Context: an optimization exercise on an open-source flow, tuned for small area. The choices shown serve that exercise and are no tape-out recipe. The RTL was checked by simulation tests, not by an equivalence proof against the original design. No activity file was given, so power comes from the tool's default toggle rates.

==> v11 <==
==> flow/design.v <==
`timescale 1ns / 1ps
module ControlUnit(CLK, RST, START,
	IN_KIND, IN_PRICE_CH, IN_MONEY, IN_PRICE_ADMIN, IN_PRICE_ADMIN_END, IN_MONEY_ENTER,
	KIND, NUM_ZERO, GE_PRICE, GE1000, GE500, GE100, GE50,
	OUT, COIN, SUB, IDX, PRICE, UP, SUC, KSAVE, KIN);
input CLK, RST, START;
input IN_PRICE_CH;
input [0:1] IN_MONEY;
input IN_PRICE_ADMIN, IN_PRICE_ADMIN_END, IN_MONEY_ENTER;
input IN_KIND;
input KIND, NUM_ZERO, GE_PRICE, GE1000, GE500, GE100, GE50;
output [0:22] OUT;
output COIN, SUB, PRICE, UP, SUC, KSAVE, KIN;
output [1:0] IDX;
reg [4:0] st;
wire [1:0] ix = st[1:0];
wire g0 = ~st[4] & ~st[3] & ~st[2];
wire gx = ~st[4] & ~st[3] & st[2];
wire gc = ~st[4] & st[3] & ~st[2];
wire gr = ~st[4] & st[3] & st[2];
wire gj = st[4] & ~st[3];
wire gp = st[4] & st[3];
wire s_idle   = g0 & (ix == 2'd0);
wire s_start  = g0 & (ix == 2'd1);
wire s_input  = g0 & (ix == 2'd2);
wire s_admin  = g0 & (ix == 2'd3);
wire s_judge  = gx & ~ix[1] & ~ix[0];
wire s_return = gx & ix[0];
wire s_end    = gx & ix[1];
wire ok = ~NUM_ZERO & GE_PRICE;
reg [4:0] nx;
always @* begin
	nx[4] = s_admin | (s_judge & ok) | (gj & ~ix[0]);
	nx[3] = s_admin | (s_input & ~IN_MONEY_ENTER) | (s_return & GE50);
	nx[2] = (s_input & IN_MONEY_ENTER) | s_judge | gj | s_return | gr;
	nx[1] = s_start | (s_admin & IN_KIND) | (gp & ~IN_PRICE_ADMIN_END) |
		(s_input & ~IN_MONEY_ENTER & IN_MONEY[0]) | gc | (s_judge & ok & KIND) |
		(gj & ~ix[0] & ix[1]) | (s_return & (GE500 | ~GE50));
	nx[0] = (s_idle & START) | (s_start & IN_PRICE_ADMIN) | (s_admin & IN_PRICE_CH) |
		gp | (s_input & ~IN_MONEY_ENTER & IN_MONEY[1]) |
		(s_judge & ~ok) | (gj & ~ix[0]) | (s_return & (GE1000 | (GE100 & ~GE500))) | gr;
end
always @(posedge CLK) begin
	if(RST)	st <= 5'd0;
	else		st <= nx;
end
assign OUT[0]  = s_idle;
assign OUT[1]  = s_start;
assign OUT[2]  = s_admin;
assign OUT[3]  = gp & ~KIND & ~ix[0];
assign OUT[4]  = gp & ~KIND & ix[0];
assign OUT[5]  = gp & KIND & ~ix[0];
assign OUT[6]  = gp & KIND & ix[0];
assign OUT[7]  = s_input;
assign OUT[8]  = gc & (ix == 2'd0);
assign OUT[9]  = gc & (ix == 2'd1);
assign OUT[10] = gc & (ix == 2'd2);
assign OUT[11] = gc & (ix == 2'd3);
assign OUT[12] = s_judge;
assign OUT[13] = gj & (ix == 2'd0);
assign OUT[14] = gj & (ix == 2'd1);
assign OUT[15] = gj & (ix == 2'd2);
assign OUT[16] = gj & (ix == 2'd3);
assign OUT[17] = s_return;
assign OUT[18] = gr & (ix == 2'd3);
assign OUT[19] = gr & (ix == 2'd2);
assign OUT[20] = gr & (ix == 2'd1);
assign OUT[21] = gr & (ix == 2'd0);
assign OUT[22] = s_end;
assign COIN  = ~st[4] & st[3];
assign SUB   = st[2];
assign IDX   = ix;
assign PRICE = gp;
assign UP    = ix[0];
assign SUC   = gj & ix[0];
assign KSAVE = gp;
assign KIN   = ix[1];
endmodule
`timescale 1ns / 1ps
module MONEY_REG(CLK, RST, CLR, COIN, SUB, IDX, PRICE, UP, SUC,
	Q0, Q1, KIND, M, SUM, GE_PRICE, GE1000, GE500, GE100, GE50);
input CLK, RST, CLR;
input COIN, SUB, PRICE, UP, SUC;
input [1:0] IDX;
input [13:0] Q0, Q1;
input KIND;
output reg [14:0] M;
output [14:0] SUM;
output GE_PRICE, GE1000, GE500, GE100, GE50;
wire [13:0] qs = KIND ? Q1 : Q0;
wire [1:0] ci = PRICE ? 2'd1 : IDX;
reg [14:0] csize;
always @* begin
	case(ci)
		2'd0:		csize = 15'd25;
		2'd1:		csize = 15'd50;
		2'd2:		csize = 15'd250;
		default:	csize = 15'd500;
	endcase
end
wire [14:0] a = M | ({15{PRICE}} & {qs, 1'b0});
wire use_c = COIN | PRICE;
wire neg = COIN ? SUB : (PRICE ? ~UP : 1'b1);
wire [14:0] b = (use_c ? csize : {qs, 1'b0}) ^ {15{neg}};
wire [15:0] c;
assign c[0] = neg;
genvar i;
generate for(i = 0; i < 15; i = i + 1) begin : rca
	assign SUM[i] = a[i] ^ b[i] ^ c[i];
	assign c[i+1] = (a[i] & b[i]) | (c[i] & (a[i] ^ b[i]));
end endgenerate
assign GE_PRICE = c[15];	 
always @(posedge CLK) begin
	if(RST | CLR)			M <= 15'd0;
	else if(COIN | SUC)	M <= SUM;
end
assign GE1000 = (|M[14:9]) | (M[8] & M[7] & M[6] & M[5] & M[4] & (M[3] | M[2]));
assign GE500  = (|M[14:8]) | (M[7] & M[6] & M[5] & M[4] & M[3] & (M[2] | M[1]));
assign GE100  = (|M[14:6]) | (M[5] & M[4] & (M[3] | M[2] | M[1]));
assign GE50   = (|M[14:5]) | (M[4] & M[3] & (M[2] | M[1] | M[0]));
endmodule
`timescale 1ns / 1ps
module PRICE_REG(CLK, LOAD, SAVE, IN, Q);
input CLK;
input LOAD, SAVE;
input [13:0] IN;
output reg [13:0] Q;
always @(posedge CLK) begin
	if(LOAD)			Q <= 14'd50;
	else if(SAVE)	Q <= IN;
end
endmodule
`timescale 1ns / 1ps
module JUICE_NUM_REG(CLK, IN, SAVE, DEC, RST, OUT
    );
input CLK;
input [0:2] IN;
input SAVE, DEC, RST;
output reg [0:2] OUT;
always @(posedge CLK) begin
	if(RST) 			OUT <= 0;
	else if(SAVE)	OUT <= IN;
	else if(DEC)	OUT <= OUT - 1;
end
endmodule
`timescale 1ns / 1ps
module JUICE_KIND_REG(CLK, IN, SAVE, RST, OUT
    );
input CLK, IN, SAVE, RST;
output reg OUT;
always @(posedge CLK) begin
	if(RST) OUT <= 0;
	else if(SAVE) OUT <= IN;
end
endmodule
`timescale 1ns / 1ps
module DUT( RST,
				START,
				CLK,
				IN_MONEY,
				IN_PRICE_CH,
				IN_KIND,
				IN_NUM,
				IN_PRICE_ADMIN,
				IN_PRICE_ADMIN_END,
				IN_MONEY_ENTER,
				OUT_MONEY,
				OUT_JUICE0_MADE,
				OUT_JUICE1_MADE,
				END,
				OUT_1000WON,
				OUT_500WON,
				OUT_100WON,
				OUT_50WON,
				OUT_JUICE0_PRICE,
				OUT_JUICE1_PRICE,
				OUT_CU_SIGNAL
    );
input RST, START, CLK;
input [0:1] IN_MONEY;
input IN_PRICE_CH, IN_KIND;
input [0:2] IN_NUM;
input IN_PRICE_ADMIN, IN_PRICE_ADMIN_END, IN_MONEY_ENTER;
output [0:15] OUT_MONEY;
output OUT_JUICE0_MADE, OUT_JUICE1_MADE, END;
output OUT_1000WON, OUT_500WON, OUT_100WON, OUT_50WON;
output [0:15] OUT_JUICE0_PRICE;
output [0:15] OUT_JUICE1_PRICE;
output [0:22] OUT_CU_SIGNAL;
wire [14:0] m, sum;
wire [13:0] q0, q1;
wire [2:0] num;
wire kind;
wire [0:22] s;
wire coin, sub, price, up, suc, ksave, kin;
wire [1:0] idx;
wire ge_price, ge1000, ge500, ge100, ge50;
ControlUnit CU(.CLK(CLK), .RST(RST), .START(START),
	.IN_KIND(IN_KIND), .IN_PRICE_CH(IN_PRICE_CH), .IN_MONEY(IN_MONEY), .IN_PRICE_ADMIN(IN_PRICE_ADMIN),
	.IN_PRICE_ADMIN_END(IN_PRICE_ADMIN_END), .IN_MONEY_ENTER(IN_MONEY_ENTER),
	.KIND(kind), .NUM_ZERO(num == 3'd0), .GE_PRICE(ge_price),
	.GE1000(ge1000), .GE500(ge500), .GE100(ge100), .GE50(ge50),
	.OUT(s), .COIN(coin), .SUB(sub), .IDX(idx), .PRICE(price), .UP(up),
	.SUC(suc), .KSAVE(ksave), .KIN(kin));
MONEY_REG money(.CLK(CLK), .RST(RST), .CLR(s[1]), .COIN(coin), .SUB(sub), .IDX(idx),
	.PRICE(price), .UP(up), .SUC(suc), .Q0(q0), .Q1(q1), .KIND(kind),
	.M(m), .SUM(sum), .GE_PRICE(ge_price),
	.GE1000(ge1000), .GE500(ge500), .GE100(ge100), .GE50(ge50));
PRICE_REG price0(.CLK(CLK), .LOAD(RST | s[0]), .SAVE(price & ~kind), .IN(sum[14:1]), .Q(q0));
PRICE_REG price1(.CLK(CLK), .LOAD(RST | s[0]), .SAVE(price & kind), .IN(sum[14:1]), .Q(q1));
JUICE_NUM_REG juice_num(.CLK(CLK), .IN(IN_NUM), .SAVE(s[7]), .DEC(suc),
	.RST(RST | s[1]), .OUT(num));
JUICE_KIND_REG juice_kind(.CLK(CLK), .IN(ksave ? kin : IN_KIND), .SAVE(s[7] | ksave),
	.RST(RST | s[1]), .OUT(kind));
assign OUT_CU_SIGNAL = s;
assign OUT_MONEY = {m, 1'b0};
assign OUT_JUICE0_PRICE = {q0, 2'b00};
assign OUT_JUICE1_PRICE = {q1, 2'b00};
assign OUT_JUICE0_MADE = s[14];
assign OUT_JUICE1_MADE = s[16];
assign END = s[0];
assign OUT_1000WON = s[18];
assign OUT_500WON = s[19];
assign OUT_100WON = s[20];
assign OUT_50WON = s[21];
endmodule
==> flow/flow/run.sh <==
#!/bin/bash
# Layout flow: the standard layout (standard.sh), with
#  - synthesis mapped by abc with an area-oriented script (flow/abc.script);
#    registers are made exactly as in the standard synthesis;
#  - full/half adders left to abc as plain gates (no fa/ha cells);
#  - the input and output ports buffered with the platform's smallest buffer;
#  - clock tree synthesis without dummy loads;
#  - one tie cell for the constant outputs (no repair_tie_fanout).
# Each tool's full output goes to ORFS's own per-step logs under orfs/logs;
# make's output goes to make.log here.
set -euo pipefail
here=$(pwd)
export FLOW_ABC_SCRIPT="$here/flow/abc.script"
export BUFFER_PORTS_ARGS="-buffer_cell sky130_fd_sc_hd__buf_1"
export CTS_ARGS="-sink_clustering_enable -repair_clock_nets -dont_use_dummy_load"
bash standard.sh ADDER_MAP_FILE= SKIP_REPAIR_TIE_FANOUT=1 SYNTH_SCRIPT="$here/flow/synth.tcl" finish > make.log 2>&1
==> flow/flow/abc.script <==
strash
dc2
dch
amap
topo
stime -c
buffer -c
upsize -c -D 4500
dnsize -c -D 4500
==> flow/flow/synth.tcl <==
# The standard flow's synthesis script (synth_recipe.tcl), with abc run on abc.script
# (area-oriented standard-cell mapping) in place of ORFS's own abc script.
proc synth {args} { yosys synth -nofsm -noshare {*}$args }
if {[llength [info commands abc]]} { rename abc __yosys_abc }
proc abc {args} {
  set i [lsearch -exact $args -script]
  if {$i >= 0} { lset args [expr {$i + 1}] $::env(FLOW_ABC_SCRIPT) }
  yosys abc {*}$args
}
source $::env(SCRIPTS_DIR)/synth.tcl
# left out here: clear keep_hierarchy, flatten, clean up, hide names made inside functions, write 1_2_yosys.v
==> flow/standard.sh <==
#!/bin/bash
# synth_recipe.tcl (not shown) runs the flow's synth.tcl, then flattens the netlist and writes it again
# the make line also repeats each setting of config.mk as NAME=value (left out here)
make -C /OpenROAD-flow-scripts/flow DESIGN_CONFIG=/design/flow/config.mk WORK_HOME=/design/flow/orfs CLKGATE_MAP_FILE= SYNTH_SCRIPT=/design/flow/synth_recipe.tcl "${@:-finish}"
==> flow/config.mk <==
export PLATFORM = sky130hd
export DESIGN_NAME = DUT
export DESIGN_NICKNAME = DUT
export VERILOG_FILES = /design/flow/design.v
export SDC_FILE = /design/flow/constraint.sdc
export NUM_CORES = 4
export LEC_CHECK = 0
export ABC_AREA = 1
export CAP_MARGIN = 0
export CORE_MARGIN = 2
export CORE_UTILIZATION = 60
export SLEW_MARGIN = 0
==> flow/constraint.sdc <==
create_clock -name core_clock -period 5.0 [get_ports {CLK}]
set_input_delay 1.0000 -clock core_clock [delete_from_list [all_inputs] [get_ports {CLK}]]
set_output_delay 1.0000 -clock core_clock [all_outputs]
set_load 0.01 [all_outputs]
==> v25: changes against v11 <==
==> flow/design.v, changed modules only <==
module ControlUnit(CLK, RST, START,
	IN_PRICE_CH, IN_MONEY, IN_PRICE_ADMIN, IN_PRICE_ADMIN_END, IN_MONEY_ENTER,
	KIND, NUM_ZERO, GE_PRICE, GE1000, GE500, GE100, GE50,
	OUT, COIN, SUB, IDX, PRICE, PSEL, UP, SUC);
input CLK, RST, START;
input IN_PRICE_CH;
input [0:1] IN_MONEY;
input IN_PRICE_ADMIN, IN_PRICE_ADMIN_END, IN_MONEY_ENTER;
input KIND, NUM_ZERO, GE_PRICE, GE1000, GE500, GE100, GE50;
output [0:22] OUT;
output COIN, SUB, PRICE, PSEL, UP, SUC;
output [1:0] IDX;
reg [4:0] st;
wire [1:0] ix = st[1:0];
wire g0 = ~st[4] & ~st[3] & ~st[2];
wire gx = ~st[4] & ~st[3] & st[2];
wire gc = ~st[4] & st[3] & ~st[2];
wire gr = ~st[4] & st[3] & st[2];
wire gj = st[4] & ~st[3];
wire gp = st[4] & st[3];
wire s_idle   = g0 & (ix == 2'd0);
wire s_start  = g0 & (ix == 2'd1);
wire s_admin  = g0 & (ix == 2'd2);
wire s_input  = g0 & (ix == 2'd3);
wire s_judge  = gx & ~ix[1] & ~ix[0];
wire s_return = gx & ix[0];
wire s_end    = gx & ix[1];
wire ok = ~NUM_ZERO & GE_PRICE;
reg [4:0] nx;
always @* begin
	nx[4] = s_admin | (s_judge & ok) | (gj & ~ix[0]);
	nx[3] = s_admin | (s_input & ~IN_MONEY_ENTER) | (s_return & GE50);
	nx[2] = (s_input & IN_MONEY_ENTER) | (s_judge & ~ok) | (gj & ix[0]) | s_return | gr;
	nx[1] = s_start | (s_admin & KIND) | (gp & ~IN_PRICE_ADMIN_END) |
		(s_input & ~IN_MONEY_ENTER & IN_MONEY[0]) | gc | (s_judge & ok & KIND) |
		(gj & ~ix[0] & ix[1]) | (s_return & (GE500 | ~GE50));
	nx[0] = (s_idle & START) | (s_start & ~IN_PRICE_ADMIN) | (s_admin & IN_PRICE_CH) |
		(gp & IN_PRICE_ADMIN_END) | (s_input & ~IN_MONEY_ENTER & IN_MONEY[1]) | gc |
		(s_judge & ~ok) | (gj & ~ix[0]) | (s_return & (GE1000 | (GE100 & ~GE500))) | gr;
end
always @(posedge CLK) begin
	if(RST)	st <= 5'd0;
	else		st <= nx;
end
assign OUT[0]  = s_idle;
assign OUT[1]  = s_start;
assign OUT[2]  = s_admin;
assign OUT[3]  = gp & (ix == 2'd0);
assign OUT[4]  = gp & (ix == 2'd1);
assign OUT[5]  = gp & (ix == 2'd2);
assign OUT[6]  = gp & (ix == 2'd3);
assign OUT[7]  = s_input;
assign OUT[8]  = gc & (ix == 2'd0);
assign OUT[9]  = gc & (ix == 2'd1);
assign OUT[10] = gc & (ix == 2'd2);
assign OUT[11] = gc & (ix == 2'd3);
assign OUT[12] = s_judge;
assign OUT[13] = gj & (ix == 2'd0);
assign OUT[14] = gj & (ix == 2'd1);
assign OUT[15] = gj & (ix == 2'd2);
assign OUT[16] = gj & (ix == 2'd3);
assign OUT[17] = s_return;
assign OUT[18] = gr & (ix == 2'd3);
assign OUT[19] = gr & (ix == 2'd2);
assign OUT[20] = gr & (ix == 2'd1);
assign OUT[21] = gr & (ix == 2'd0);
assign OUT[22] = s_end;
assign COIN  = ~st[4] & st[3];
assign SUB   = st[2];
assign IDX   = ix;
assign PRICE = gp;
assign PSEL  = ix[1];
assign UP    = ix[0];
assign SUC   = gj & ix[0];
endmodule
module MONEY_REG(CLK, RST, CLR, COIN, SUB, IDX, PRICE, PSEL, UP, SUC,
	Q0, Q1, KIND, M, SUM, GE_PRICE, GE1000, GE500, GE100, GE50);
input CLK, RST, CLR;
input COIN, SUB, PRICE, PSEL, UP, SUC;
input [1:0] IDX;
input [13:0] Q0, Q1;
input KIND;
output reg [14:0] M;
output [14:0] SUM;
output GE_PRICE, GE1000, GE500, GE100, GE50;
wire sel1 = PRICE ? PSEL : KIND;
wire [13:0] qs = sel1 ? Q1 : Q0;
wire [1:0] ci = PRICE ? 2'd1 : IDX;
reg [14:0] csize;
always @* begin
	case(ci)
		2'd0:		csize = 15'd25;
		2'd1:		csize = 15'd50;
		2'd2:		csize = 15'd250;
		default:	csize = 15'd500;
	endcase
end
wire [14:0] a = M | ({15{PRICE}} & {qs, 1'b0});
wire use_c = COIN | PRICE;
wire neg = COIN ? SUB : (PRICE ? ~UP : 1'b1);
wire [14:0] b = (use_c ? csize : {qs, 1'b0}) ^ {15{neg}};
wire [15:0] c;
assign c[0] = neg;
genvar i;
generate for(i = 0; i < 15; i = i + 1) begin : rca
	assign SUM[i] = a[i] ^ b[i] ^ c[i];
	assign c[i+1] = (a[i] & b[i]) | (c[i] & (a[i] ^ b[i]));
end endgenerate
assign GE_PRICE = c[15];	 
always @(posedge CLK) begin
	if(RST | CLR)			M <= 15'd0;
	else if(COIN | SUC)	M <= SUM;
end
assign GE1000 = (|M[14:9]) | (M[8] & M[7] & M[6] & M[5] & M[4] & (M[3] | M[2]));
assign GE500  = (|M[14:8]) | (M[7] & M[6] & M[5] & M[4] & M[3] & (M[2] | M[1]));
assign GE100  = (|M[14:6]) | (M[5] & M[4] & (M[3] | M[2] | M[1]));
assign GE50   = (|M[14:5]) | (M[4] & M[3] & (M[2] | M[1] | M[0]));
endmodule
module DUT( RST,
				START,
				CLK,
				IN_MONEY,
				IN_PRICE_CH,
				IN_KIND,
				IN_NUM,
				IN_PRICE_ADMIN,
				IN_PRICE_ADMIN_END,
				IN_MONEY_ENTER,
				OUT_MONEY,
				OUT_JUICE0_MADE,
				OUT_JUICE1_MADE,
				END,
				OUT_1000WON,
				OUT_500WON,
				OUT_100WON,
				OUT_50WON,
				OUT_JUICE0_PRICE,
				OUT_JUICE1_PRICE,
				OUT_CU_SIGNAL
    );
input RST, START, CLK;
input [0:1] IN_MONEY;
input IN_PRICE_CH, IN_KIND;
input [0:2] IN_NUM;
input IN_PRICE_ADMIN, IN_PRICE_ADMIN_END, IN_MONEY_ENTER;
output [0:15] OUT_MONEY;
output OUT_JUICE0_MADE, OUT_JUICE1_MADE, END;
output OUT_1000WON, OUT_500WON, OUT_100WON, OUT_50WON;
output [0:15] OUT_JUICE0_PRICE;
output [0:15] OUT_JUICE1_PRICE;
output [0:22] OUT_CU_SIGNAL;
wire [14:0] m, sum;
wire [13:0] q0, q1;
wire [2:0] num;
wire kind;
wire [0:22] s;
wire coin, sub, price, psel, up, suc;
wire [1:0] idx;
wire ge_price, ge1000, ge500, ge100, ge50;
ControlUnit CU(.CLK(CLK), .RST(RST), .START(START),
	.IN_PRICE_CH(IN_PRICE_CH), .IN_MONEY(IN_MONEY), .IN_PRICE_ADMIN(IN_PRICE_ADMIN),
	.IN_PRICE_ADMIN_END(IN_PRICE_ADMIN_END), .IN_MONEY_ENTER(IN_MONEY_ENTER),
	.KIND(kind), .NUM_ZERO(num == 3'd0), .GE_PRICE(ge_price),
	.GE1000(ge1000), .GE500(ge500), .GE100(ge100), .GE50(ge50),
	.OUT(s), .COIN(coin), .SUB(sub), .IDX(idx), .PRICE(price), .PSEL(psel), .UP(up),
	.SUC(suc));
MONEY_REG money(.CLK(CLK), .RST(RST), .CLR(s[1]), .COIN(coin), .SUB(sub), .IDX(idx),
	.PRICE(price), .PSEL(psel), .UP(up), .SUC(suc), .Q0(q0), .Q1(q1), .KIND(kind),
	.M(m), .SUM(sum), .GE_PRICE(ge_price),
	.GE1000(ge1000), .GE500(ge500), .GE100(ge100), .GE50(ge50));
PRICE_REG price0(.CLK(CLK), .LOAD(RST | s[0]), .SAVE(price & ~psel), .IN(sum[14:1]), .Q(q0));
PRICE_REG price1(.CLK(CLK), .LOAD(RST | s[0]), .SAVE(price & psel), .IN(sum[14:1]), .Q(q1));
JUICE_NUM_REG juice_num(.CLK(CLK), .IN(IN_NUM), .SAVE(s[7]), .DEC(suc),
	.RST(RST | s[1]), .OUT(num));
JUICE_KIND_REG juice_kind(.CLK(CLK), .IN(IN_KIND), .SAVE(s[2] | s[7]), .RST(RST | s[1]),
	.OUT(kind));
assign OUT_CU_SIGNAL = s;
assign OUT_MONEY = {m, 1'b0};
assign OUT_JUICE0_PRICE = {q0, 2'b00};
assign OUT_JUICE1_PRICE = {q1, 2'b00};
assign OUT_JUICE0_MADE = s[14];
assign OUT_JUICE1_MADE = s[16];
assign END = s[0];
assign OUT_1000WON = s[18];
assign OUT_500WON = s[19];
assign OUT_100WON = s[20];
assign OUT_50WON = s[21];
endmodule
--- a/flow/flow/run.sh
+++ b/flow/flow/run.sh
@@ -6,4 +6,3 @@
 #  - the input and output ports buffered with the platform's smallest buffer;
-#  - clock tree synthesis without dummy loads;
-#  - one tie cell for the constant outputs (no repair_tie_fanout).
+#  - clock tree synthesis without dummy loads.
 # Each tool's full output goes to ORFS's own per-step logs under orfs/logs;
@@ -15,2 +14,2 @@
 export CTS_ARGS="-sink_clustering_enable -repair_clock_nets -dont_use_dummy_load"
-bash standard.sh ADDER_MAP_FILE= SKIP_REPAIR_TIE_FANOUT=1 SYNTH_SCRIPT="$here/flow/synth.tcl" finish > make.log 2>&1
+bash standard.sh ADDER_MAP_FILE= SYNTH_SCRIPT="$here/flow/synth.tcl" finish > make.log 2>&1
==> flow/flow/abc.script (replaced) <==
strash
dc2
dch
amap
topo
stime -c
buffer -c
upsize -c
dnsize -c
==> comparison table <==
quantity                                                                                                 v25                       v11
Compound-Gate Fraction of Synth Area                                                                   0.280                     0.345
Sequential fraction of design power                                                                    0.251                     0.298
Number of distinct library cell variants in the gate-level netlist after synthesis                        41                        31
Sequential fraction of the synthesis area                                                              0.334                     0.346
Number of cells in the finished layout apart from fillers                                                595                       545
Outcome                                                                             timing/DRC/antenna clean  timing/DRC/antenna clean
RR Endpoint                                                                                         CU.st[0]                  CU.st[1]
Signal arrival time at the worst endpoint                                                            4810 ps                   4590 ps
Fraction of final layout cells with drive strength greater than 1                                      0.105                     0.107
ClkCell Share                                                                                         0.0197                    0.0204
GPL Wtd Cong                                                                                            1.04                     0.922
Seq pwr                                                                                             0.514 mW                  0.505 mW
Multi-input gate area                                                                               1770 um2                  1630 um2
Sequential cell area                                                                                1040 um2                  1040 um2
Worst slack at placement                                                                             79.9 ps                    535 ps
Average cell area after synthesis                                                                   6.84 um2                  7.30 um2
Multi-input gates                                                                                        341                       287
Met3 routing resource usage after global routing                                                      0.0438                    0.0602
Summed area of non-filler cells in the final layout                                                 3500 um2                  3380 um2
Average detailed-routed wire length per instance                                                     16.0 um                   16.7 um
Length of routed met2 wiring                                                                         4310 um                   4160 um
Worst stage delay on the critical path                                                                360 ps                    380 ps
Most numerous cell on the critical path                                             sky130_fd_sc_hd__nand2_2  sky130_fd_sc_hd__nand2_1
Worst supply voltage drop on vdd                                                                  0.000294 V                0.000276 V
Die extent in y                                                                                      76.1 um                   74.8 um
Synthesis-to-finish area growth                                                                        12.2%                     12.4%

-- what the ideal ports hide --
No port has a modelled driver above. Below, the same layouts with a new extraction and two added sets of constraints. Step 1 assumes that a clkbuf_16 drives the clock port and a buf_2 every other input. Step 2 moves the port delays by t, midway between the first and last clock arrival at a register: inputs arrive t later, outputs are due t later. That takes back most of the time a late clock gives input paths. Slacks: no drivers / after step 1 / after step 2; pairs: no drivers / after step 1.
run	shift t [ns]	setup WS [ns]	latest minus earliest clock arrival (ns)
v11	0.319	0.566 / 0.566 / 0.566	0.018 / 0.018
v25	0.327	0.419 / 0.419 / 0.419	0.012 / 0.012
After both steps setup and hold are still met in every run listed.
